Background: an optimization exercise with open tools, aiming at small area. Do not read the settings as production practice.
The RTL was checked by simulation tests, not by an equivalence proof against the original design.

==> flow/design.v (outline; a module is shown in full before it is edited, if it fits) <==
// module FA: 4 lines
// module HA: 4 lines
// module adder_tree: 1472 lines
// module mac_array: 601 lines
module mac_array#(
    parameter   BATCH   = 32,
    parameter   DATA_W  = 8,
    parameter   RES_W   = 32
    )(
    input   clk,
    input   rst,
    input   new_acc,
    input   [BATCH  -1 : 0][DATA_W  -1 : 0] vec_a,
    input   [BATCH  -1 : 0][DATA_W  -1 : 0] vec_b,
    output  [BATCH  -1 : 0][RES_W   -1 : 0] vec_out,
    output  [RES_W  -1 : 0] sca_out
    );
  // ...
==> flow/flow/run.sh <==
#!/bin/bash
# The standard layout (standard synthesis, floorplan, placement, CTS,
# routing) with two changes:
# - the port buffers that placement inserts on every input and output use the
#   smallest buffer cell instead of a delay buffer;
# - CTS clusters more flip-flops per leaf buffer and adds no dummy loads.
set -euo pipefail
export BUFFER_PORTS_ARGS="-buffer_cell sky130_fd_sc_hd__buf_1"
export CTS_ARGS="-sink_clustering_enable -repair_clock_nets -dont_use_dummy_load -sink_clustering_size 24 -sink_clustering_max_diameter 120"
bash standard.sh > standard.log 2>&1
==> flow/standard.sh <==
#!/bin/bash
# synth_recipe.tcl (not shown) runs the flow's synth.tcl, then flattens the netlist and writes it again
# the make line also repeats each setting of config.mk as NAME=value (left out here)
make -C /OpenROAD-flow-scripts/flow DESIGN_CONFIG=/design/flow/config.mk WORK_HOME=/design/flow/orfs CLKGATE_MAP_FILE= SYNTH_SCRIPT=/design/flow/synth_recipe.tcl "${@:-finish}"
==> flow/config.mk <==
export PLATFORM = sky130hd
export DESIGN_NAME = mac_array
export DESIGN_NICKNAME = mac_array
export VERILOG_FILES = /design/flow/design.v
export SDC_FILE = /design/flow/constraint.sdc
export NUM_CORES = 4
export LEC_CHECK = 0
export CAP_MARGIN = 35
export CORE_MARGIN = 2
export CORE_UTILIZATION = 60
export SLEW_MARGIN = 35
export SYNTH_HIERARCHICAL = 1
==> flow/constraint.sdc <==
create_clock -name core_clock -period 6.0 [get_ports {clk}]
set_input_delay 1.2000 -clock core_clock [delete_from_list [all_inputs] [get_ports {clk}]]
set_output_delay 1.2000 -clock core_clock [all_outputs]
set_load 0.01 [all_outputs]
==> qor.csv, run 1 <==
metric,value,unit
status,no timing/DRC/antenna violations,
synth warn,8,
Synth Register Bits,2296,
CP Depth,16,
multi-input combinational cell count,8670,
antenna diode count,86,
Avg WL per Cell,28.9,um
Bufs on Longest Clock Path,3,
Clock Tree Root,clkbuf_16,
Worst Setup SP,ARR[4].mult_reg[0],
inverter count,147,
Startpoint Class,register,
Final Non-Filler Cells,16100,
Final Skew,0.0336,ns
met2 Usage GRT,0.588,
Placement Setup Slack,0.0644,ns
kind of critical path,reg -> reg,
commonest cells in the netlist,"fa_1, dfxtp_1, and2_1",
area of the multi-input gates,91600,um2
mapped cell area,143000,um2
"commonest non-fill, non-tap cell in the layout",fa_1,
critical path data arrival time,6.62,ns
fin nets,16300,
GRT overflow,0,
==> module mac_array, before the edit <==
module mac_array#(
    parameter   BATCH   = 32,
    parameter   DATA_W  = 8,
    parameter   RES_W   = 32
    )(
    input   clk,
    input   rst,
    input   new_acc,
    input   [BATCH  -1 : 0][DATA_W  -1 : 0] vec_a,
    input   [BATCH  -1 : 0][DATA_W  -1 : 0] vec_b,
    output  [BATCH  -1 : 0][RES_W   -1 : 0] vec_out,
    output  [RES_W  -1 : 0] sca_out
    );
    reg sload_reg;
    always @(posedge clk) sload_reg <= new_acc;
    wire [BATCH*16-1:0] prod_all;
    generate
        genvar i;
        for (i = 0; i < BATCH; i = i + 1) begin: ARR
    wire [7:0]  a = vec_a[i];
    wire [7:0]  b = vec_b[i];
    wire [15:0] prod;
    wire [31:0] accum_out;
    reg [7:0]  a_reg, b_reg;
    reg [15:0] mult_reg;
    reg [15:0] lo;
    reg [15:0] hi;
    reg        inc, dec;
    wire [15:0] upper;
    wire m0;
    wire m1;
    wire m2;
    wire m3;
    wire m4;
    wire m5;
    wire m6;
    wire m7;
    wire m8;
    wire m9;
    wire m10;
    wire m11;
    wire m12;
    wire m13;
    wire m14;
    wire m15;
    wire m16;
    wire m17;
    wire m18;
    wire m19;
    wire m20;
    wire m21;
    wire m22;
    wire m23;
    wire m24;
    wire m25;
    wire m26;
    wire m27;
    wire m28;
    wire m29;
    wire m30;
    wire m31;
    wire m32;
    wire m33;
    wire m34;
    wire m35;
    wire m36;
    wire m37;
    wire m38;
    wire m39;
    wire m40;
    wire m41;
    wire m42;
    wire m43;
    wire m44;
    wire m45;
    wire m46;
    wire m47;
    wire m48;
    wire m49;
    wire m50;
    wire m51;
    wire m52;
    wire m53;
    wire m54;
    wire m55;
    wire m56;
    wire m57;
    wire m58;
    wire m59;
    wire m60;
    wire m61;
    wire m62;
    wire m63;
    wire m64;
    wire m65;
    wire m66;
    wire m67;
    wire m68;
    wire m69;
    wire m70;
    wire m71;
    wire m72;
    wire m73;
    wire m74;
    wire m75;
    wire m76;
    wire m77;
    wire m78;
    wire m79;
    wire m80;
    wire m81;
    wire m82;
    wire m83;
    wire m84;
    wire m85;
    wire m86;
    wire m87;
    wire m88;
    wire m89;
    wire m90;
    wire m91;
    wire m92;
    wire m93;
    wire m94;
    wire m95;
    wire m96;
    wire m97;
    wire m98;
    wire m99;
    wire m100;
    wire m101;
    wire m102;
    wire m103;
    wire m104;
    wire m105;
    wire m106;
    wire m107;
    wire m108;
    wire m109;
    wire m110;
    wire m111;
    wire m112;
    wire m113;
    wire m114;
    wire m115;
    wire m116;
    wire m117;
    wire m118;
    wire m119;
    wire m120;
    wire m121;
    wire m122;
    wire m123;
    wire m124;
    wire m125;
    wire m126;
    wire m127;
    wire m128;
    wire m129;
    wire m130;
    wire m131;
    wire m132;
    wire m133;
    wire m134;
    wire m135;
    wire m136;
    wire m137;
    wire m138;
    wire m139;
    wire m140;
    wire m141;
    wire m142;
    wire m143;
    wire m144;
    wire m145;
    wire m146;
    wire m147;
    wire m148;
    wire m149;
    wire m150;
    wire m151;
    wire m152;
    wire m153;
    wire m154;
    wire m155;
    wire m156;
    wire m157;
    wire m158;
    wire m159;
    wire m160;
    wire m161;
    wire m162;
    wire m163;
    wire m164;
    wire m165;
    wire m166;
    wire m167;
    wire m168;
    wire m169;
    wire m170;
    wire m171;
    wire m172;
    wire m173;
    wire m174;
    wire m175;
    wire m176;
    wire m177;
    wire m178;
    wire m179;
    wire m180;
    wire m181;
    wire m182;
    wire m183;
    wire m184;
    wire m185;
    wire m186;
    wire m187;
    wire m188;
    wire m189;
    wire m190;
    wire m191;
    wire m192;
    wire m193;
    wire m194;
    wire m195;
    wire m196;
    wire m197;
    wire m198;
    wire m199;
    wire m200;
    wire m201;
    wire m202;
    wire m203;
    wire m204;
    wire m205;
    wire m206;
    wire m207;
    wire m208;
    wire m209;
    wire m210;
    wire m211;
    wire m212;
    wire m213;
    wire m214;
    wire m215;
    wire m216;
    wire m217;
    wire m218;
    wire m219;
    wire m220;
    wire m221;
    wire m222;
    wire m223;
    wire m224;
    wire m225;
    wire m226;
    wire m227;
    wire m228;
    wire m229;
    wire m230;
    wire m231;
    wire m232;
    wire m233;
    wire m234;
    wire m235;
    wire m236;
    wire m237;
    wire m238;
    wire m239;
    wire m240;
    wire m241;
    wire m242;
    wire m243;
    wire m244;
    wire m245;
    wire m246;
    wire m247;
    wire m248;
    wire m249;
    wire m250;
    wire m251;
    wire m252;
    wire m253;
    wire m254;
    wire m255;
    wire m256;
    wire m257;
    wire m258;
    wire m259;
    wire m260;
    wire m261;
    wire m262;
    wire m263;
    wire m264;
    wire m265;
    wire m266;
    wire m267;
    wire m268;
    wire m269;
    wire m270;
    wire m271;
    wire m272;
    wire m273;
    wire m274;
    wire m275;
    wire m276;
    wire m277;
    wire m278;
    wire m279;
    wire m280;
    wire m281;
    wire m282;
    wire m283;
    wire m284;
    wire m285;
    wire m286;
    wire m287;
    wire m288;
    wire m289;
    wire m290;
    wire m291;
    wire m292;
    wire m293;
    wire m294;
    wire m295;
    wire m296;
    wire m297;
    wire m298;
    wire m299;
    wire m300;
    wire m301;
    wire m302;
    wire m303;
    wire m304;
    wire m305;
    wire m306;
    wire m307;
    wire m308;
    wire m309;
    assign m0 = a_reg[0] & b_reg[0];
    assign m1 = a_reg[0] & b_reg[1];
    assign m2 = a_reg[0] & b_reg[2];
    assign m3 = a_reg[0] & b_reg[3];
    assign m4 = a_reg[0] & b_reg[4];
    assign m5 = a_reg[0] & b_reg[5];
    assign m6 = a_reg[0] & b_reg[6];
    assign m7 = ~(a_reg[0] & b_reg[7]);
    assign m8 = a_reg[1] & b_reg[0];
    assign m9 = a_reg[1] & b_reg[1];
    assign m10 = a_reg[1] & b_reg[2];
    assign m11 = a_reg[1] & b_reg[3];
    assign m12 = a_reg[1] & b_reg[4];
    assign m13 = a_reg[1] & b_reg[5];
    assign m14 = a_reg[1] & b_reg[6];
    assign m15 = ~(a_reg[1] & b_reg[7]);
    assign m16 = a_reg[2] & b_reg[0];
    assign m17 = a_reg[2] & b_reg[1];
    assign m18 = a_reg[2] & b_reg[2];
    assign m19 = a_reg[2] & b_reg[3];
    assign m20 = a_reg[2] & b_reg[4];
    assign m21 = a_reg[2] & b_reg[5];
    assign m22 = a_reg[2] & b_reg[6];
    assign m23 = ~(a_reg[2] & b_reg[7]);
    assign m24 = a_reg[3] & b_reg[0];
    assign m25 = a_reg[3] & b_reg[1];
    assign m26 = a_reg[3] & b_reg[2];
    assign m27 = a_reg[3] & b_reg[3];
    assign m28 = a_reg[3] & b_reg[4];
    assign m29 = a_reg[3] & b_reg[5];
    assign m30 = a_reg[3] & b_reg[6];
    assign m31 = ~(a_reg[3] & b_reg[7]);
    assign m32 = a_reg[4] & b_reg[0];
    assign m33 = a_reg[4] & b_reg[1];
    assign m34 = a_reg[4] & b_reg[2];
    assign m35 = a_reg[4] & b_reg[3];
    assign m36 = a_reg[4] & b_reg[4];
    assign m37 = a_reg[4] & b_reg[5];
    assign m38 = a_reg[4] & b_reg[6];
    assign m39 = ~(a_reg[4] & b_reg[7]);
    assign m40 = a_reg[5] & b_reg[0];
    assign m41 = a_reg[5] & b_reg[1];
    assign m42 = a_reg[5] & b_reg[2];
    assign m43 = a_reg[5] & b_reg[3];
    assign m44 = a_reg[5] & b_reg[4];
    assign m45 = a_reg[5] & b_reg[5];
    assign m46 = a_reg[5] & b_reg[6];
    assign m47 = ~(a_reg[5] & b_reg[7]);
    assign m48 = a_reg[6] & b_reg[0];
    assign m49 = a_reg[6] & b_reg[1];
    assign m50 = a_reg[6] & b_reg[2];
    assign m51 = a_reg[6] & b_reg[3];
    assign m52 = a_reg[6] & b_reg[4];
    assign m53 = a_reg[6] & b_reg[5];
    assign m54 = a_reg[6] & b_reg[6];
    assign m55 = ~(a_reg[6] & b_reg[7]);
    assign m56 = ~(a_reg[7] & b_reg[0]);
    assign m57 = ~(a_reg[7] & b_reg[1]);
    assign m58 = ~(a_reg[7] & b_reg[2]);
    assign m59 = ~(a_reg[7] & b_reg[3]);
    assign m60 = ~(a_reg[7] & b_reg[4]);
    assign m61 = ~(a_reg[7] & b_reg[5]);
    assign m62 = ~(a_reg[7] & b_reg[6]);
    assign m63 = a_reg[7] & b_reg[7];
    HA u_m64 (.a(m13), .b(m20), .s(m64), .co(m65));
    FA u_m66 (.a(m14), .b(m21), .c(m28), .s(m66), .co(m67));
    HA u_m68 (.a(m35), .b(m42), .s(m68), .co(m69));
    assign m70 = ~(m15 ^ m22);
    assign m71 = m15 | m22;
    FA u_m72 (.a(m29), .b(m36), .c(m43), .s(m72), .co(m73));
    FA u_m74 (.a(m23), .b(m30), .c(m37), .s(m74), .co(m75));
    HA u_m76 (.a(m11), .b(m18), .s(m76), .co(m77));
    FA u_m78 (.a(m12), .b(m19), .c(m26), .s(m78), .co(m79));
    HA u_m80 (.a(m33), .b(m40), .s(m80), .co(m81));
    FA u_m82 (.a(m27), .b(m34), .c(m41), .s(m82), .co(m83));
    FA u_m84 (.a(m48), .b(m6), .c(m64), .s(m84), .co(m85));
    FA u_m86 (.a(m49), .b(m56), .c(m7), .s(m86), .co(m87));
    FA u_m88 (.a(m65), .b(m68), .c(m66), .s(m88), .co(m89));
    FA u_m90 (.a(m50), .b(m57), .c(m69), .s(m90), .co(m91));
    FA u_m92 (.a(m67), .b(m70), .c(m72), .s(m92), .co(m93));
    FA u_m94 (.a(m44), .b(m51), .c(m58), .s(m94), .co(m95));
    FA u_m96 (.a(m71), .b(m73), .c(m74), .s(m96), .co(m97));
    FA u_m98 (.a(m31), .b(m38), .c(m45), .s(m98), .co(m99));
    FA u_m100 (.a(m52), .b(m59), .c(m75), .s(m100), .co(m101));
    FA u_m102 (.a(m39), .b(m46), .c(m53), .s(m102), .co(m103));
    HA u_m104 (.a(m10), .b(m17), .s(m104), .co(m105));
    FA u_m106 (.a(m25), .b(m32), .c(m4), .s(m106), .co(m107));
    FA u_m108 (.a(m5), .b(m77), .c(m80), .s(m108), .co(m109));
    FA u_m110 (.a(m81), .b(m79), .c(m82), .s(m110), .co(m111));
    FA u_m112 (.a(m83), .b(m86), .c(m85), .s(m112), .co(m113));
    FA u_m114 (.a(m87), .b(m90), .c(m89), .s(m114), .co(m115));
    FA u_m116 (.a(m91), .b(m94), .c(m93), .s(m116), .co(m117));
    FA u_m118 (.a(m95), .b(m98), .c(m100), .s(m118), .co(m119));
    FA u_m120 (.a(m60), .b(m99), .c(m102), .s(m120), .co(m121));
    FA u_m122 (.a(m47), .b(m54), .c(m61), .s(m122), .co(m123));
    HA u_m124 (.a(m16), .b(m2), .s(m124), .co(m125));
    FA u_m126 (.a(m24), .b(m3), .c(m104), .s(m126), .co(m127));
    FA u_m128 (.a(m105), .b(m76), .c(m106), .s(m128), .co(m129));
    FA u_m130 (.a(m107), .b(m78), .c(m108), .s(m130), .co(m131));
    FA u_m132 (.a(m109), .b(m84), .c(m110), .s(m132), .co(m133));
    FA u_m134 (.a(m111), .b(m88), .c(m112), .s(m134), .co(m135));
    FA u_m136 (.a(m113), .b(m92), .c(m114), .s(m136), .co(m137));
    FA u_m138 (.a(m96), .b(m115), .c(m116), .s(m138), .co(m139));
    FA u_m140 (.a(m97), .b(m117), .c(m118), .s(m140), .co(m141));
    FA u_m142 (.a(m101), .b(m120), .c(m119), .s(m142), .co(m143));
    FA u_m144 (.a(m103), .b(m122), .c(m121), .s(m144), .co(m145));
    FA u_m146 (.a(m55), .b(m62), .c(m123), .s(m146), .co(m147));
    HA u_m148 (.a(m1), .b(m8), .s(m148), .co(m149));
    FA u_m150 (.a(m9), .b(m124), .c(m149), .s(m150), .co(m151));
    FA u_m152 (.a(m125), .b(m126), .c(m151), .s(m152), .co(m153));
    FA u_m154 (.a(m127), .b(m128), .c(m153), .s(m154), .co(m155));
    FA u_m156 (.a(m129), .b(m130), .c(m155), .s(m156), .co(m157));
    FA u_m158 (.a(m131), .b(m132), .c(m157), .s(m158), .co(m159));
    FA u_m160 (.a(m133), .b(m134), .c(m159), .s(m160), .co(m161));
    FA u_m162 (.a(m135), .b(m136), .c(m161), .s(m162), .co(m163));
    FA u_m164 (.a(m137), .b(m138), .c(m163), .s(m164), .co(m165));
    FA u_m166 (.a(m139), .b(m140), .c(m165), .s(m166), .co(m167));
    FA u_m168 (.a(m141), .b(m142), .c(m167), .s(m168), .co(m169));
    HA u_m170 (.a(m144), .b(m143), .s(m170), .co(m171));
    FA u_m172 (.a(m146), .b(m145), .c(m171), .s(m172), .co(m173));
    FA u_m174 (.a(m63), .b(m147), .c(m173), .s(m174), .co(m175));
    assign m176 = m170 ^ m169;
    assign m177 = m169 & m170;
    assign m178 = m172 ^ m177;
    assign m179 = m170 & m172;
    assign m180 = m169 & m179;
    assign m181 = m174 ^ m180;
    assign m182 = m179 & m174;
    assign m183 = m169 & m182;
    assign m184 = m175 ^ m183;
    assign m185 = ~mult_reg[15];
    assign m186 = lo[4] & ~sload_reg;
    assign m187 = lo[5] & ~sload_reg;
    assign m188 = lo[6] & ~sload_reg;
    assign m189 = lo[7] & ~sload_reg;
    assign m190 = lo[8] & ~sload_reg;
    assign m191 = lo[9] & ~sload_reg;
    assign m192 = lo[10] & ~sload_reg;
    assign m193 = lo[11] & ~sload_reg;
    assign m194 = lo[12] & ~sload_reg;
    assign m195 = lo[13] & ~sload_reg;
    assign m196 = lo[14] & ~sload_reg;
    assign m197 = lo[15] & ~sload_reg;
    HA u_m198 (.a(lo[0]), .b(mult_reg[0]), .s(m198), .co(m199));
    FA u_m200 (.a(lo[1]), .b(mult_reg[1]), .c(m199), .s(m200), .co(m201));
    FA u_m202 (.a(lo[2]), .b(mult_reg[2]), .c(m201), .s(m202), .co(m203));
    FA u_m204 (.a(lo[3]), .b(mult_reg[3]), .c(m203), .s(m204), .co(m205));
    assign m206 = m205 & ~sload_reg;
    FA u_m207 (.a(m186), .b(mult_reg[4]), .c(m206), .s(m207), .co(m208));
    FA u_m209 (.a(m187), .b(mult_reg[5]), .c(m208), .s(m209), .co(m210));
    FA u_m211 (.a(m188), .b(mult_reg[6]), .c(m210), .s(m211), .co(m212));
    FA u_m213 (.a(m189), .b(mult_reg[7]), .c(m212), .s(m213), .co(m214));
    FA u_m215 (.a(m190), .b(mult_reg[8]), .c(m214), .s(m215), .co(m216));
    FA u_m217 (.a(m191), .b(mult_reg[9]), .c(m216), .s(m217), .co(m218));
    FA u_m219 (.a(m192), .b(mult_reg[10]), .c(m218), .s(m219), .co(m220));
    FA u_m221 (.a(m193), .b(mult_reg[11]), .c(m220), .s(m221), .co(m222));
    HA u_m223 (.a(m194), .b(mult_reg[12]), .s(m223), .co(m224));
    FA u_m225 (.a(m195), .b(mult_reg[13]), .c(m224), .s(m225), .co(m226));
    FA u_m227 (.a(m196), .b(mult_reg[14]), .c(m226), .s(m227), .co(m228));
    FA u_m229 (.a(m197), .b(m185), .c(m228), .s(m229), .co(m230));
    assign m231 = m223 ^ m222;
    assign m232 = m222 & m223;
    assign m233 = m225 ^ m232;
    assign m234 = m223 & m225;
    assign m235 = m222 & m234;
    assign m236 = m227 ^ m235;
    assign m237 = m234 & m227;
    assign m238 = m222 & m237;
    assign m239 = m229 ^ m238;
    assign m240 = m237 & m229;
    assign m241 = m230 | (m222 & m240);
    assign m242 = sload_reg ? mult_reg[0] : m198;
    assign m243 = sload_reg ? mult_reg[1] : m200;
    assign m244 = sload_reg ? mult_reg[2] : m202;
    assign m245 = sload_reg ? mult_reg[3] : m204;
    assign m246 = m241 & ~m185;
    assign m247 = ~m241 & m185;
    assign m248 = inc | dec;
    assign m249 = hi[0] ^ m248;
    assign m250 = (inc & hi[0]) | (dec & ~hi[0]);
    assign m251 = hi[1] ^ m250;
    assign m252 = hi[0] & hi[1];
    assign m253 = ~hi[0] & ~hi[1];
    assign m254 = (inc & m252) | (dec & m253);
    assign m255 = hi[2] ^ m254;
    assign m256 = m252 & hi[2];
    assign m257 = m253 & ~hi[2];
    assign m258 = (inc & m256) | (dec & m257);
    assign m259 = hi[3] ^ m258;
    assign m260 = m256 & hi[3];
    assign m261 = m257 & ~hi[3];
    assign m262 = (inc & m260) | (dec & m261);
    assign m263 = hi[4] ^ m262;
    assign m264 = m260 & hi[4];
    assign m265 = m261 & ~hi[4];
    assign m266 = (inc & m264) | (dec & m265);
    assign m267 = hi[5] ^ m266;
    assign m268 = m264 & hi[5];
    assign m269 = m265 & ~hi[5];
    assign m270 = (inc & m268) | (dec & m269);
    assign m271 = hi[6] ^ m270;
    assign m272 = m268 & hi[6];
    assign m273 = m269 & ~hi[6];
    assign m274 = (inc & m272) | (dec & m273);
    assign m275 = hi[7] ^ m274;
    assign m276 = m272 & hi[7];
    assign m277 = m273 & ~hi[7];
    assign m278 = (inc & m276) | (dec & m277);
    assign m279 = hi[8] ^ m278;
    assign m280 = m276 & hi[8];
    assign m281 = m277 & ~hi[8];
    assign m282 = (inc & m280) | (dec & m281);
    assign m283 = hi[9] ^ m282;
    assign m284 = m280 & hi[9];
    assign m285 = m281 & ~hi[9];
    assign m286 = (inc & m284) | (dec & m285);
    assign m287 = hi[10] ^ m286;
    assign m288 = m284 & hi[10];
    assign m289 = m285 & ~hi[10];
    assign m290 = (inc & m288) | (dec & m289);
    assign m291 = hi[11] ^ m290;
    assign m292 = m288 & hi[11];
    assign m293 = m289 & ~hi[11];
    assign m294 = (inc & m292) | (dec & m293);
    assign m295 = hi[12] ^ m294;
    assign m296 = m292 & hi[12];
    assign m297 = m293 & ~hi[12];
    assign m298 = (inc & m296) | (dec & m297);
    assign m299 = hi[13] ^ m298;
    assign m300 = m296 & hi[13];
    assign m301 = m297 & ~hi[13];
    assign m302 = (inc & m300) | (dec & m301);
    assign m303 = hi[14] ^ m302;
    assign m304 = m300 & hi[14];
    assign m305 = m301 & ~hi[14];
    assign m306 = (inc & m304) | (dec & m305);
    assign m307 = hi[15] ^ m306;
    assign m308 = m304 & hi[15];
    assign m309 = m305 & ~hi[15];
    assign upper = {m307, m303, m299, m295, m291, m287, m283, m279, m275, m271, m267, m263, m259, m255, m251, m249};
    always @(posedge clk) begin
        a_reg     <= a;
        b_reg     <= b;
        mult_reg  <= {m184, m181, m178, m176, m168, m166, m164, m162, m160, m158, m156, m154, m152, m150, m148, m0};
        lo        <= {m239, m236, m233, m231, m221, m219, m217, m215, m213, m211, m209, m207, m245, m244, m243, m242};
        inc       <= m246;
        dec       <= m247;
        hi        <= upper & {16{~sload_reg}};
    end
    assign prod      = mult_reg;
    assign accum_out = {upper, lo};
    assign prod_all[16*i +: 16] = prod;
    assign vec_out[i] = accum_out;
        end
    endgenerate
    adder_tree adder_tree_inst (
        .clk        (clk        ),
        .sload_reg  (sload_reg  ),
        .prod       (prod_all   ),
        .sum        (sca_out    )
    );
endmodule
==> run 2: changes to the inputs <==
--- a/flow/design.v
+++ b/flow/design.v
@@ -1817,70 +1817,73 @@
     wire m307;
     wire m308;
     wire m309;
-    assign m0 = a_reg[0] & b_reg[0];
-    assign m1 = a_reg[0] & b_reg[1];
-    assign m2 = a_reg[0] & b_reg[2];
-    assign m3 = a_reg[0] & b_reg[3];
-    assign m4 = a_reg[0] & b_reg[4];
-    assign m5 = a_reg[0] & b_reg[5];
-    assign m6 = a_reg[0] & b_reg[6];
-    assign m7 = ~(a_reg[0] & b_reg[7]);
-    assign m8 = a_reg[1] & b_reg[0];
-    assign m9 = a_reg[1] & b_reg[1];
-    assign m10 = a_reg[1] & b_reg[2];
-    assign m11 = a_reg[1] & b_reg[3];
-    assign m12 = a_reg[1] & b_reg[4];
-    assign m13 = a_reg[1] & b_reg[5];
-    assign m14 = a_reg[1] & b_reg[6];
-    assign m15 = ~(a_reg[1] & b_reg[7]);
-    assign m16 = a_reg[2] & b_reg[0];
-    assign m17 = a_reg[2] & b_reg[1];
-    assign m18 = a_reg[2] & b_reg[2];
-    assign m19 = a_reg[2] & b_reg[3];
-    assign m20 = a_reg[2] & b_reg[4];
-    assign m21 = a_reg[2] & b_reg[5];
-    assign m22 = a_reg[2] & b_reg[6];
-    assign m23 = ~(a_reg[2] & b_reg[7]);
-    assign m24 = a_reg[3] & b_reg[0];
-    assign m25 = a_reg[3] & b_reg[1];
-    assign m26 = a_reg[3] & b_reg[2];
-    assign m27 = a_reg[3] & b_reg[3];
-    assign m28 = a_reg[3] & b_reg[4];
-    assign m29 = a_reg[3] & b_reg[5];
-    assign m30 = a_reg[3] & b_reg[6];
-    assign m31 = ~(a_reg[3] & b_reg[7]);
-    assign m32 = a_reg[4] & b_reg[0];
-    assign m33 = a_reg[4] & b_reg[1];
-    assign m34 = a_reg[4] & b_reg[2];
-    assign m35 = a_reg[4] & b_reg[3];
-    assign m36 = a_reg[4] & b_reg[4];
-    assign m37 = a_reg[4] & b_reg[5];
-    assign m38 = a_reg[4] & b_reg[6];
-    assign m39 = ~(a_reg[4] & b_reg[7]);
-    assign m40 = a_reg[5] & b_reg[0];
-    assign m41 = a_reg[5] & b_reg[1];
-    assign m42 = a_reg[5] & b_reg[2];
-    assign m43 = a_reg[5] & b_reg[3];
-    assign m44 = a_reg[5] & b_reg[4];
-    assign m45 = a_reg[5] & b_reg[5];
-    assign m46 = a_reg[5] & b_reg[6];
-    assign m47 = ~(a_reg[5] & b_reg[7]);
-    assign m48 = a_reg[6] & b_reg[0];
-    assign m49 = a_reg[6] & b_reg[1];
-    assign m50 = a_reg[6] & b_reg[2];
-    assign m51 = a_reg[6] & b_reg[3];
-    assign m52 = a_reg[6] & b_reg[4];
-    assign m53 = a_reg[6] & b_reg[5];
-    assign m54 = a_reg[6] & b_reg[6];
-    assign m55 = ~(a_reg[6] & b_reg[7]);
-    assign m56 = ~(a_reg[7] & b_reg[0]);
-    assign m57 = ~(a_reg[7] & b_reg[1]);
-    assign m58 = ~(a_reg[7] & b_reg[2]);
-    assign m59 = ~(a_reg[7] & b_reg[3]);
-    assign m60 = ~(a_reg[7] & b_reg[4]);
-    assign m61 = ~(a_reg[7] & b_reg[5]);
-    assign m62 = ~(a_reg[7] & b_reg[6]);
-    assign m63 = a_reg[7] & b_reg[7];
+    wire m310;
+    wire m311;
+    wire m312;
+    assign m0 = ~(a_reg[0] | b_reg[0]);
+    assign m1 = ~(a_reg[0] | b_reg[1]);
+    assign m2 = ~(a_reg[0] | b_reg[2]);
+    assign m3 = ~(a_reg[0] | b_reg[3]);
+    assign m4 = ~(a_reg[0] | b_reg[4]);
+    assign m5 = ~(a_reg[0] | b_reg[5]);
+    assign m6 = ~(a_reg[0] | b_reg[6]);
+    assign m7 = a_reg[0] | b_reg[7];
+    assign m8 = ~(a_reg[1] | b_reg[0]);
+    assign m9 = ~(a_reg[1] | b_reg[1]);
+    assign m10 = ~(a_reg[1] | b_reg[2]);
+    assign m11 = ~(a_reg[1] | b_reg[3]);
+    assign m12 = ~(a_reg[1] | b_reg[4]);
+    assign m13 = ~(a_reg[1] | b_reg[5]);
+    assign m14 = ~(a_reg[1] | b_reg[6]);
+    assign m15 = a_reg[1] | b_reg[7];
+    assign m16 = ~(a_reg[2] | b_reg[0]);
+    assign m17 = ~(a_reg[2] | b_reg[1]);
+    assign m18 = ~(a_reg[2] | b_reg[2]);
+    assign m19 = ~(a_reg[2] | b_reg[3]);
+    assign m20 = ~(a_reg[2] | b_reg[4]);
+    assign m21 = ~(a_reg[2] | b_reg[5]);
+    assign m22 = ~(a_reg[2] | b_reg[6]);
+    assign m23 = a_reg[2] | b_reg[7];
+    assign m24 = ~(a_reg[3] | b_reg[0]);
+    assign m25 = ~(a_reg[3] | b_reg[1]);
+    assign m26 = ~(a_reg[3] | b_reg[2]);
+    assign m27 = ~(a_reg[3] | b_reg[3]);
+    assign m28 = ~(a_reg[3] | b_reg[4]);
+    assign m29 = ~(a_reg[3] | b_reg[5]);
+    assign m30 = ~(a_reg[3] | b_reg[6]);
+    assign m31 = a_reg[3] | b_reg[7];
+    assign m32 = ~(a_reg[4] | b_reg[0]);
+    assign m33 = ~(a_reg[4] | b_reg[1]);
+    assign m34 = ~(a_reg[4] | b_reg[2]);
+    assign m35 = ~(a_reg[4] | b_reg[3]);
+    assign m36 = ~(a_reg[4] | b_reg[4]);
+    assign m37 = ~(a_reg[4] | b_reg[5]);
+    assign m38 = ~(a_reg[4] | b_reg[6]);
+    assign m39 = a_reg[4] | b_reg[7];
+    assign m40 = ~(a_reg[5] | b_reg[0]);
+    assign m41 = ~(a_reg[5] | b_reg[1]);
+    assign m42 = ~(a_reg[5] | b_reg[2]);
+    assign m43 = ~(a_reg[5] | b_reg[3]);
+    assign m44 = ~(a_reg[5] | b_reg[4]);
+    assign m45 = ~(a_reg[5] | b_reg[5]);
+    assign m46 = ~(a_reg[5] | b_reg[6]);
+    assign m47 = a_reg[5] | b_reg[7];
+    assign m48 = ~(a_reg[6] | b_reg[0]);
+    assign m49 = ~(a_reg[6] | b_reg[1]);
+    assign m50 = ~(a_reg[6] | b_reg[2]);
+    assign m51 = ~(a_reg[6] | b_reg[3]);
+    assign m52 = ~(a_reg[6] | b_reg[4]);
+    assign m53 = ~(a_reg[6] | b_reg[5]);
+    assign m54 = ~(a_reg[6] | b_reg[6]);
+    assign m55 = a_reg[6] | b_reg[7];
+    assign m56 = a_reg[7] | b_reg[0];
+    assign m57 = a_reg[7] | b_reg[1];
+    assign m58 = a_reg[7] | b_reg[2];
+    assign m59 = a_reg[7] | b_reg[3];
+    assign m60 = a_reg[7] | b_reg[4];
+    assign m61 = a_reg[7] | b_reg[5];
+    assign m62 = a_reg[7] | b_reg[6];
+    assign m63 = ~(a_reg[7] | b_reg[7]);
     HA u_m64 (.a(m13), .b(m20), .s(m64), .co(m65));
     FA u_m66 (.a(m14), .b(m21), .c(m28), .s(m66), .co(m67));
     HA u_m68 (.a(m35), .b(m42), .s(m68), .co(m69));
@@ -1972,98 +1975,101 @@
     FA u_m215 (.a(m190), .b(mult_reg[8]), .c(m214), .s(m215), .co(m216));
     FA u_m217 (.a(m191), .b(mult_reg[9]), .c(m216), .s(m217), .co(m218));
     FA u_m219 (.a(m192), .b(mult_reg[10]), .c(m218), .s(m219), .co(m220));
-    FA u_m221 (.a(m193), .b(mult_reg[11]), .c(m220), .s(m221), .co(m222));
-    HA u_m223 (.a(m194), .b(mult_reg[12]), .s(m223), .co(m224));
+    HA u_m221 (.a(m193), .b(mult_reg[11]), .s(m221), .co(m222));
+    FA u_m223 (.a(m194), .b(mult_reg[12]), .c(m222), .s(m223), .co(m224));
     FA u_m225 (.a(m195), .b(mult_reg[13]), .c(m224), .s(m225), .co(m226));
     FA u_m227 (.a(m196), .b(mult_reg[14]), .c(m226), .s(m227), .co(m228));
     FA u_m229 (.a(m197), .b(m185), .c(m228), .s(m229), .co(m230));
-    assign m231 = m223 ^ m222;
-    assign m232 = m222 & m223;
-    assign m233 = m225 ^ m232;
-    assign m234 = m223 & m225;
-    assign m235 = m222 & m234;
-    assign m236 = m227 ^ m235;
-    assign m237 = m234 & m227;
-    assign m238 = m222 & m237;
-    assign m239 = m229 ^ m238;
-    assign m240 = m237 & m229;
-    assign m241 = m230 | (m222 & m240);
-    assign m242 = sload_reg ? mult_reg[0] : m198;
-    assign m243 = sload_reg ? mult_reg[1] : m200;
-    assign m244 = sload_reg ? mult_reg[2] : m202;
-    assign m245 = sload_reg ? mult_reg[3] : m204;
-    assign m246 = m241 & ~m185;
-    assign m247 = ~m241 & m185;
-    assign m248 = inc | dec;
-    assign m249 = hi[0] ^ m248;
-    assign m250 = (inc & hi[0]) | (dec & ~hi[0]);
-    assign m251 = hi[1] ^ m250;
-    assign m252 = hi[0] & hi[1];
-    assign m253 = ~hi[0] & ~hi[1];
-    assign m254 = (inc & m252) | (dec & m253);
-    assign m255 = hi[2] ^ m254;
-    assign m256 = m252 & hi[2];
-    assign m257 = m253 & ~hi[2];
-    assign m258 = (inc & m256) | (dec & m257);
-    assign m259 = hi[3] ^ m258;
-    assign m260 = m256 & hi[3];
-    assign m261 = m257 & ~hi[3];
-    assign m262 = (inc & m260) | (dec & m261);
-    assign m263 = hi[4] ^ m262;
-    assign m264 = m260 & hi[4];
-    assign m265 = m261 & ~hi[4];
-    assign m266 = (inc & m264) | (dec & m265);
-    assign m267 = hi[5] ^ m266;
-    assign m268 = m264 & hi[5];
-    assign m269 = m265 & ~hi[5];
-    assign m270 = (inc & m268) | (dec & m269);
-    assign m271 = hi[6] ^ m270;
-    assign m272 = m268 & hi[6];
-    assign m273 = m269 & ~hi[6];
-    assign m274 = (inc & m272) | (dec & m273);
-    assign m275 = hi[7] ^ m274;
-    assign m276 = m272 & hi[7];
-    assign m277 = m273 & ~hi[7];
-    assign m278 = (inc & m276) | (dec & m277);
-    assign m279 = hi[8] ^ m278;
-    assign m280 = m276 & hi[8];
-    assign m281 = m277 & ~hi[8];
-    assign m282 = (inc & m280) | (dec & m281);
-    assign m283 = hi[9] ^ m282;
-    assign m284 = m280 & hi[9];
-    assign m285 = m281 & ~hi[9];
-    assign m286 = (inc & m284) | (dec & m285);
-    assign m287 = hi[10] ^ m286;
-    assign m288 = m284 & hi[10];
-    assign m289 = m285 & ~hi[10];
-    assign m290 = (inc & m288) | (dec & m289);
-    assign m291 = hi[11] ^ m290;
-    assign m292 = m288 & hi[11];
-    assign m293 = m289 & ~hi[11];
-    assign m294 = (inc & m292) | (dec & m293);
-    assign m295 = hi[12] ^ m294;
-    assign m296 = m292 & hi[12];
-    assign m297 = m293 & ~hi[12];
-    assign m298 = (inc & m296) | (dec & m297);
-    assign m299 = hi[13] ^ m298;
-    assign m300 = m296 & hi[13];
-    assign m301 = m297 & ~hi[13];
-    assign m302 = (inc & m300) | (dec & m301);
-    assign m303 = hi[14] ^ m302;
-    assign m304 = m300 & hi[14];
-    assign m305 = m301 & ~hi[14];
-    assign m306 = (inc & m304) | (dec & m305);
-    assign m307 = hi[15] ^ m306;
-    assign m308 = m304 & hi[15];
-    assign m309 = m305 & ~hi[15];
-    assign upper = {m307, m303, m299, m295, m291, m287, m283, m279, m275, m271, m267, m263, m259, m255, m251, m249};
+    assign m231 = m221 ^ m220;
+    assign m232 = m220 & m221;
+    assign m233 = m223 ^ m232;
+    assign m234 = m221 & m223;
+    assign m235 = m220 & m234;
+    assign m236 = m225 ^ m235;
+    assign m237 = m234 & m225;
+    assign m238 = m220 & m237;
+    assign m239 = m227 ^ m238;
+    assign m240 = m237 & m227;
+    assign m241 = m220 & m240;
+    assign m242 = m229 ^ m241;
+    assign m243 = m240 & m229;
+    assign m244 = m230 | (m220 & m243);
+    assign m245 = sload_reg ? mult_reg[0] : m198;
+    assign m246 = sload_reg ? mult_reg[1] : m200;
+    assign m247 = sload_reg ? mult_reg[2] : m202;
+    assign m248 = sload_reg ? mult_reg[3] : m204;
+    assign m249 = m244 & ~m185;
+    assign m250 = ~m244 & m185;
+    assign m251 = inc | dec;
+    assign m252 = hi[0] ^ m251;
+    assign m253 = (inc & hi[0]) | (dec & ~hi[0]);
+    assign m254 = hi[1] ^ m253;
+    assign m255 = hi[0] & hi[1];
+    assign m256 = ~hi[0] & ~hi[1];
+    assign m257 = (inc & m255) | (dec & m256);
+    assign m258 = hi[2] ^ m257;
+    assign m259 = m255 & hi[2];
+    assign m260 = m256 & ~hi[2];
+    assign m261 = (inc & m259) | (dec & m260);
+    assign m262 = hi[3] ^ m261;
+    assign m263 = m259 & hi[3];
+    assign m264 = m260 & ~hi[3];
+    assign m265 = (inc & m263) | (dec & m264);
+    assign m266 = hi[4] ^ m265;
+    assign m267 = m263 & hi[4];
+    assign m268 = m264 & ~hi[4];
+    assign m269 = (inc & m267) | (dec & m268);
+    assign m270 = hi[5] ^ m269;
+    assign m271 = m267 & hi[5];
+    assign m272 = m268 & ~hi[5];
+    assign m273 = (inc & m271) | (dec & m272);
+    assign m274 = hi[6] ^ m273;
+    assign m275 = m271 & hi[6];
+    assign m276 = m272 & ~hi[6];
+    assign m277 = (inc & m275) | (dec & m276);
+    assign m278 = hi[7] ^ m277;
+    assign m279 = m275 & hi[7];
+    assign m280 = m276 & ~hi[7];
+    assign m281 = (inc & m279) | (dec & m280);
+    assign m282 = hi[8] ^ m281;
+    assign m283 = m279 & hi[8];
+    assign m284 = m280 & ~hi[8];
+    assign m285 = (inc & m283) | (dec & m284);
+    assign m286 = hi[9] ^ m285;
+    assign m287 = m283 & hi[9];
+    assign m288 = m284 & ~hi[9];
+    assign m289 = (inc & m287) | (dec & m288);
+    assign m290 = hi[10] ^ m289;
+    assign m291 = m287 & hi[10];
+    assign m292 = m288 & ~hi[10];
+    assign m293 = (inc & m291) | (dec & m292);
+    assign m294 = hi[11] ^ m293;
+    assign m295 = m291 & hi[11];
+    assign m296 = m292 & ~hi[11];
+    assign m297 = (inc & m295) | (dec & m296);
+    assign m298 = hi[12] ^ m297;
+    assign m299 = m295 & hi[12];
+    assign m300 = m296 & ~hi[12];
+    assign m301 = (inc & m299) | (dec & m300);
+    assign m302 = hi[13] ^ m301;
+    assign m303 = m299 & hi[13];
+    assign m304 = m300 & ~hi[13];
+    assign m305 = (inc & m303) | (dec & m304);
+    assign m306 = hi[14] ^ m305;
+    assign m307 = m303 & hi[14];
+    assign m308 = m304 & ~hi[14];
+    assign m309 = (inc & m307) | (dec & m308);
+    assign m310 = hi[15] ^ m309;
+    assign m311 = m307 & hi[15];
+    assign m312 = m308 & ~hi[15];
+    assign upper = {m310, m306, m302, m298, m294, m290, m286, m282, m278, m274, m270, m266, m262, m258, m254, m252};
     always @(posedge clk) begin
-        a_reg     <= a;
-        b_reg     <= b;
+        a_reg     <= ~a;
+        b_reg     <= ~b;
         mult_reg  <= {m184, m181, m178, m176, m168, m166, m164, m162, m160, m158, m156, m154, m152, m150, m148, m0};
-        lo        <= {m239, m236, m233, m231, m221, m219, m217, m215, m213, m211, m209, m207, m245, m244, m243, m242};
-        inc       <= m246;
-        dec       <= m247;
+        lo        <= {m242, m239, m236, m233, m231, m219, m217, m215, m213, m211, m209, m207, m248, m247, m246, m245};
+        inc       <= m249;
+        dec       <= m250;
         hi        <= upper & {16{~sload_reg}};
     end
     assign prod      = mult_reg;
==> qor.csv, run 2 <==
metric,value,unit,change
share of layout cells above drive strength 1,0.0609,,
worst-margin pin slew,1.02,ns,
"delay-heaviest family, CP",adder cells,,
Ports,1571,,
Final Non-Filler Cells,16700,,+3.4%
Final period util,0.967,,
"Core Util, Final",0.633,,
GRT overflow,0,,unchanged
Setup WS post-layout,0.201,ns,
adder-cell share of the synthesized area,0.379,,
reg-to-reg critical path endpoint,ARR[26].mult_reg[13],,
initial antenna violation count,54,,
Placement Setup Slack,0.383,ns,+0.318 ns
Synth area leader,fa_1,,
post-synthesis mux area share,0.0148,,
post-synthesis compound-gate area fraction,0.0244,,
f_max,0.172,GHz,
Total GRT Usage,0.382,,
DRC,0,,
Final ANT Viol Nets,0,,
Worst Setup SP,ARR[26].b_reg[2],,
RSZ-0062 raised after global routing,no,,
"count leader, synth",fa_1,,
synth warn,8,,unchanged
PortBufs,1569,,
hold_buf cts,0,,
CTS-repair resized insts,0,,
Synth Area per Inst,11.2,um2,
Vias per Instance,5.69,,
Core Rows,179,,
worst reg2reg setup slack,0.20,ns,
Bufs on Longest Clock Path,3,,unchanged
first-pass iteration count of the detailed router,6,,
number of max-cap violations,0,,
mapped cell area,144000,um2,+0.85%
Die Y,494,um,
GR Util met3,0.117,,
met2 Usage GRT,0.582,,-0.00597
final wirelength,466000,um,
global route hottest layer,met2,,
main combinational cell family by area after synthesis,adder cells,,
clock latency on the worst-skew pair,0.82,ns,
Initial Util,0.604,,
"commonest non-fill, non-tap cell in the layout",fa_1,,
Critical R2R Launch,ARR[26].b_reg[2],,
fin crit period,5.80,ns,
vias in the first global route,99000,,
"slowest stage delay, CP",0.57,ns,
Cells after Synth,12900,,
Startpoint Class,register,,
"commonest cells after routing, fill and taps aside","fa_1, dfxtp_1, nor2_1, buf_1, nor2b_1",,
Synth Register Bits,2296,,unchanged
crit end category,register,,
endpoints failing hold,0,,
WP data required,6.67,ns,
postcts setup bufs,0,,
commonest cells in the netlist,"fa_1, dfxtp_1, nor2_1",,
post-synth top area share,0.337,,
asr flop ratio synth,0,,
Simple-Gate Fraction of Synth Area,0.155,,
Setup TNS,0,ns,
final setup fails,0,,
vias,94700,,
die width,494,um,
crit path max-delay cell type,dfxtp_1,,
clk sinks,2296,,
fin. max-slew vios,0,,
Final Skew,0.0554,ns,+0.0217 ns
post-synthesis xor/xnor area fraction,0.0469,,
H-tree levels,3,,
number of enable flip-flop cells after synthesis,0,,
crit-path most repeated cell,fa_1,,
full die area,244000,um2,
Avg WL per Cell,28.0,um,-3.1%
Synthesized Nets,16300,,
largest net degree at the start of global routing,170,,
worst setup path end,ARR[26].mult_reg[13],,
area growth from synthesis to layout,4.78,%,
status,no timing/DRC/antenna violations,,
CP Depth,14,,-2
CP cell instances,nor2_1 -> ha_1 -> fa_1 -> fa_1 -> fa_1 -> fa_1 -> fa_1 -> fa_1 -> fa_1 -> fa_1 -> fa_1 -> fa_1 -> ha_1 -> xor2_1,,
hold crit path type,reg -> reg,,
drt initial violations,7247,,
kind of critical path,reg -> reg,,
Worst-path clk slew,0.10,ns,
register area share after synthesis,0.319,,
Clock Tree Root,clkbuf_16,,
relative slew slack,0.320,,
met1 Track Usage GR,0.469,,
CTS tree,done,,
Worst R2R Path Depth,14,,
dominant cells by area after synthesis,"fa_1, dfxtp_1, nor2_1",,
top_reg_cell synth,dfxtp_1,,
dpl hpwl,399000,um,
critical path buffer and inverter count,0,,
placed insts,16500,,
CP max FO,8,,
total core area,238000,um2,
RePlAce Congestion,0.991,,
critical path data arrival time,6.46,ns,-0.16 ns
hold_ws,0.324,ns,
first-pass GRT wire length,671000,um,
CTS buffer count,105,,
Synth cell types,89,,
fin nets,16900,,+3.7%
==> run 2: cells by family after synthesis <==
kind of cell / Yosys count
multiplexers: 196
AND/OR/NAND/NOR: 4382
flip-flops: 2296
XOR/XNOR: 771
AO/OA/AOI/OAI: 503
buffers and inverters: 1811
adder cells (fa/ha/maj): 2904
==> run 2: Yosys stat by module, one instance, submodules excluded <==
module,cell area (um2),flops+latches
HA,12.5,0
mac_array,85100,2113
FA,20.0,0
adder_tree,6330,183
==> run 2: worst min path at each step <==
stage,slack [ns],start,cells after the start,endpoint
final,0.32,adder_tree_inst.f[1],0,adder_tree_inst.f[2]
after global routing,0.34,adder_tree_inst.f[1],0,adder_tree_inst.f[2]
after CTS,0.32,adder_tree_inst.f[1],0,adder_tree_inst.f[2]
after detailed placement,0.31,adder_tree_inst.d2[5],0,adder_tree_inst.d3[5]
after global placement,0.31,adder_tree_inst.f[0],0,adder_tree_inst.f[1]
after floorplan,0.31,adder_tree_inst.d1[0],0,adder_tree_inst.d2[0]
==> run 2: stage by stage <==
stage               cell area [um2]
floorplan                    144000
global placement             148000
global route                 151000
finish                       151000
CTS                          151000
detailed placement           148000
==> run 2: routing by layer <==
layer	share of wire	routed length [um]
met1	0.38	175000
met2	0.44	207000
met3	0.095	44400
met4	0.084	39400
met5	0.00042	198
==> run 2: layout make-up <==
class                   count  area, um2
multi-input cells        8756      89400
fillers                 19300      87400
repair buffers           1633       6440
well taps                3167       3960
flip-flops and latches   2296      46000
clock buffers             105       2630
diodes                     29       72.6
inverters                 669       2510

==> re-timing with driven ports <==
In the flow no input, the clock included, has a driving cell. The finished layouts below were timed again as built, in two steps.
Step 1: set_driving_cell puts a clkbuf_16 on clk and a buf_2 on each other input, an assumption about the parent block.
Step 2 also shifts input and output timing later by t, the mid clock arrival at the registers, as if the neighbouring blocks saw the same clock.
Slacks: no drivers / after step 1 / after step 2; pairs: no drivers / after step 1.
| run | shift t [ns] | setup slack, ns | worst setup path after step 2 | worst register clock-pin slew, ns |
|---|---|---|---|---|
| run 1 | 0.907 | 0.116 / 0.116 / 0.116 | register to register | 0.11 / 0.11 |
| run 2 | 0.905 | 0.201 / 0.201 / 0.201 | register to register | 0.11 / 0.11 |
After both steps every run listed still meets setup and hold.
